What follows belongs to an exercise in optimizing a design on an open flow for small area; a production flow would make more cautious choices. Power and IR drop assume default switching activity.

==> flow/design.v <==
module uart_rx (input clock,
                input i_rst,
                input i_rx,
                output reg [11:0] o_cnt,
                output o_tick,
                output o_tick0,
                output reg [4:0] o_u,
                output o_txstart);
    wire [12:0] c;
    assign c[0] = 1'b1;
    genvar k;
    generate for (k = 0; k < 12; k = k + 1) begin : g_inc
        assign c[k+1] = c[k] & o_cnt[k];
    end endgenerate
    assign o_tick  = c[11];
    assign o_tick0 = c[12];
    always @(posedge clock)
        if (i_rst | c[12])
            o_cnt <= 12'd1283;
        else
            o_cnt <= o_cnt ^ c[11:0];
    wire idle  = ~o_u[4] & ~o_u[3];
    wire check = ~o_u[4] & o_u[3] & ~o_u[1];
    always @(posedge clock)
        if (i_rst)
            o_u <= 5'd0;
        else if (idle) begin
            if (!i_rx)
                o_u <= {4'b0110, o_tick};
        end
        else if (check & i_rx)
            o_u <= 5'd0;
        else
            o_u <= o_u + {4'd0, o_tick};
    assign o_txstart = o_tick0 & (&o_u[4:1]);
endmodule
module filter (input wire clock,
               input wire i_rst,
               input wire i_rx,
               input wire i_clr,
               input wire [11:0] i_cnt,
               input wire [4:0] i_u,
               output reg [7:0] o_q);
    reg [399:0] ring;
    reg [8:0]   x;
    reg         up;         
    reg         dn;         
    reg [5:0]   r;
    wire rdbit = i_u[0] & (i_u[4] ^ (i_u[3] & i_u[2] & i_u[1]));
    wire wr    = rdbit & i_cnt[10] & i_cnt[9] & (x == 9'd0);
    wire win   = i_u[4] & (i_cnt[11:7] == 5'b11000);
    wire [2:0] bi = i_u[3:1];
    wire step  = win & ((i_cnt[6:0] >> bi) == 7'd0);
    wire hold  = win & (i_cnt[6:0] < 7'd13);
    always @(posedge clock)
        ring <= {ring[398:0], ~i_clr & (wr ? i_rx : ring[399])};
    wire xwrap = ~hold & (x == 9'd399);
    genvar k;
    always @(posedge clock) begin
        if (xwrap)
            x <= 9'd0;
        else
            x <= x + {8'd0, ~hold};
        if (i_cnt[11:7] == 5'b11001) begin
            up <= 1'b0;
            dn <= 1'b0;
        end
        else if (wr) begin
            up <= up | (i_rx & ~ring[399]);
            dn <= dn | (~i_rx & ring[399]);
        end
    end
    wire [6:0] rt;
    wire [8:0] qt;
    wire sup = step & up;
    wire sdn = step & dn;
    assign rt[0] = sup | sdn;
    generate for (k = 0; k < 6; k = k + 1) begin : g_r
        assign rt[k+1] = rt[k] & (r[k] ^ sdn);
    end endgenerate
    wire r49 = r[5] & r[4] & r[0] & ~r[3] & ~r[2] & ~r[1];
    assign qt[0] = (sup & r49) | (sdn & rt[6]);
    generate for (k = 0; k < 8; k = k + 1) begin : g_q
        assign qt[k+1] = qt[k] & (o_q[k] ^ sdn);
    end endgenerate
    always @(posedge clock)
        if (i_rst) begin
            o_q <= 8'd0;
            r   <= 6'd0;
        end
        else begin
            o_q <= o_q ^ qt[7:0];
            if (qt[0])
                r <= {sdn, sdn, 3'b000, sdn};
            else
                r <= r ^ rt[5:0];
        end
endmodule
module uart_tx (input clock,
                input i_rst,
                input i_tick,
                input i_tick0,
                input i_start,
                input [7:0] i_data,
                output o_tx,
                output [3:0] o_led,
                output o_clr);
    reg [3:0] s;
    reg [7:0] data;
    assign o_clr = ~s[3] & ~s[1] & s[0];
    always @(posedge clock)
        if (i_rst)
            s <= 4'd1;
        else if (i_start)
            s <= 4'd7;
        else if (o_clr)
            s <= {3'd0, ~i_tick};
        else
            s <= s + {3'd0, i_tick0 & (s[3] | s[0])};
    always @(posedge clock)
        if (i_rst)
            data[3:0] <= 4'd0;
        else if (i_start)
            data[3:0] <= i_data[3:0];
    always @(posedge clock)
        if (i_start)
            data[7:4] <= i_data[7:4];
    assign o_tx  = s[3] ? data[s[2:0]] : ~(s[1] & s[0]);
    assign o_led = data[3:0];
endmodule
module uart_top(
	input clk,
	input wire rst,
	input wire uart_rx,
	output wire uart_tx,
	output wire[3:0] led
    );
wire [11:0] cnt;
wire        tick;
wire        tick0;
wire [4:0]  u;
wire        txstart;
wire        clr;
wire [7:0]  q;
uart_rx UART_RX (
	.clock    (clk),
	.i_rst    (rst),
	.i_rx     (uart_rx),
	.o_cnt    (cnt),
	.o_tick   (tick),
	.o_tick0  (tick0),
	.o_u      (u),
	.o_txstart(txstart)
	);
filter LPF (
	.clock   (clk),
	.i_rst   (rst),
	.i_rx    (uart_rx),
	.i_clr   (clr),
	.i_cnt   (cnt),
	.i_u     (u),
	.o_q     (q)
	);
uart_tx UART_TX (
	.clock    (clk),
	.i_rst    (rst),
	.i_tick   (tick),
	.i_tick0  (tick0),
	.i_start  (txstart),
	.i_data   (q),
	.o_tx     (uart_tx),
	.o_led    (led),
	.o_clr    (clr)
	);
endmodule
export LEC_CHECK = 0
export CAP_MARGIN = 20
export CORE_MARGIN = 2
export CORE_UTILIZATION = 65
export SLEW_MARGIN = 20
create_clock -name core_clock -period 20.0 [get_ports {clk}]
standard.sh (not shown) runs the stock make flow with config.mk's settings and CLKGATE_MAP_FILE= SYNTH_SCRIPT=/design/flow/synth_recipe.tcl, a recipe that flattens the netlist after the stock synthesis.
==> flow/flow/run.sh <==
#!/bin/bash
# The standard layout (standard.sh) with these changes:
#  - synthesis is the standard synthesis script, with ABC mapping for area
#    (flow/abc_area.tcl, flow/abc.script); registers are mapped before ABC and
#    are unchanged;
#  - clock tree synthesis uses clkbuf_4 in small clusters and adds no dummy
#    loads;
#  - port buffers are buf_1.
# Each tool's log is under orfs/logs/; this script's own output goes to
# standard.log.
set -euo pipefail
{ head -n 1 synth_recipe.tcl; sed "s#@ABC_SCRIPT@#$PWD/flow/abc.script#" flow/abc_area.tcl; tail -n +2 synth_recipe.tcl; } > flow_synth.tcl
sed "s#SYNTH_SCRIPT=[^ ]*synth_recipe.tcl#SYNTH_SCRIPT=$PWD/flow_synth.tcl#" standard.sh > flow_standard.sh
grep -q "SYNTH_SCRIPT=$PWD/flow_synth.tcl" flow_standard.sh
export CTS_ARGS="-sink_clustering_enable -repair_clock_nets -dont_use_dummy_load -buf_list sky130_fd_sc_hd__clkbuf_4 -sink_clustering_size 13 -sink_clustering_max_diameter 35"
export BUFFER_PORTS_ARGS="-buffer_cell sky130_fd_sc_hd__buf_1"
bash flow_standard.sh > standard.log 2>&1
==> flow/flow/abc.script <==
strash
&get -n
&fraig -x
&put
scorr
dc2
strash
&get -n
&dch -f
&nf -R 1000
&put
topo
==> flow/flow/abc_area.tcl <==
# Map with an area-oriented ABC script (flow/abc.script, whose path run.sh
# puts in place of @ABC_SCRIPT@) instead of ORFS's delay-driven script and its
# -D target.
proc abc {args} {
  set out {}
  set skip 0
  foreach a $args {
    if {$skip} { set skip 0; continue }
    if {$a eq "-script" || $a eq "-D"} { set skip 1; continue }
    lappend out $a
  }
  yosys abc {*}$out -script @ABC_SCRIPT@
}
The first run completed with no timing, DRC or antenna violations.
==> next run, changes <==
--- a/flow/flow/run.sh
+++ b/flow/flow/run.sh
@@ -15 +15 @@
-export CTS_ARGS="-sink_clustering_enable -repair_clock_nets -dont_use_dummy_load -buf_list sky130_fd_sc_hd__clkbuf_4 -sink_clustering_size 13 -sink_clustering_max_diameter 35"
+export CTS_ARGS="-sink_clustering_enable -repair_clock_nets -dont_use_dummy_load -buf_list sky130_fd_sc_hd__clkbuf_4 -sink_clustering_size 13 -sink_clustering_max_diameter 40"
Settings changed: CORE_UTILIZATION 65 to 55.
=>
- The changed run completed without violations
- hold slack gets better by 0.024 ns
- via count increases by 2.7%
- maximum frequency hardly moves
- total power barely changes
- setup slack degrades by 0.0051 ns
- die area came out higher by 18%
- wire length is lower by about 2%
- utilization goes down by 11 points
- clock power hardly moves
- cell count goes up by about 2%
- clock skew came out lower by 0.019 ns
==> next run, changes <==
Settings changed: CAP_MARGIN 20 to 0, CORE_UTILIZATION 55 to 65, GPL_TIMING_DRIVEN set to 0, SLEW_MARGIN 20 to 0.
Result: The new run ran to the end with no violations; sequential share of layout area increases by 0.10 points; die area shrinks by 15%; synthesized cell count does not change; area after synthesis is unchanged; total power is lower by 0.39%; non-clock buffer count is higher by 3.
No run of this note included a check of the RTL's function; only the layout flow was run.

-- re-timing with driven ports --
In the flow no input, the clock included, has a driving cell. The finished layouts below were timed again as built, in two steps.
Step 1, drivers: a clkbuf_16 drives clk and a buf_2 each remaining input, both assumed.
Step 2 also shifts input and output timing later by t, the mid clock arrival at the registers, as if the neighbouring blocks saw the same clock.
Three values: ideal, step 1, step 2; two values: the first two.
run	t (ns)	setup slack, ns	cell pins on the clock port's net
the first run	0.642	14.088 / 14.052 / 14.694	1
the second run	0.660	14.083 / 14.044 / 14.704	1
the third run	0.634	14.109 / 14.071 / 14.273	1
After both steps setup and hold are still met in every run listed.
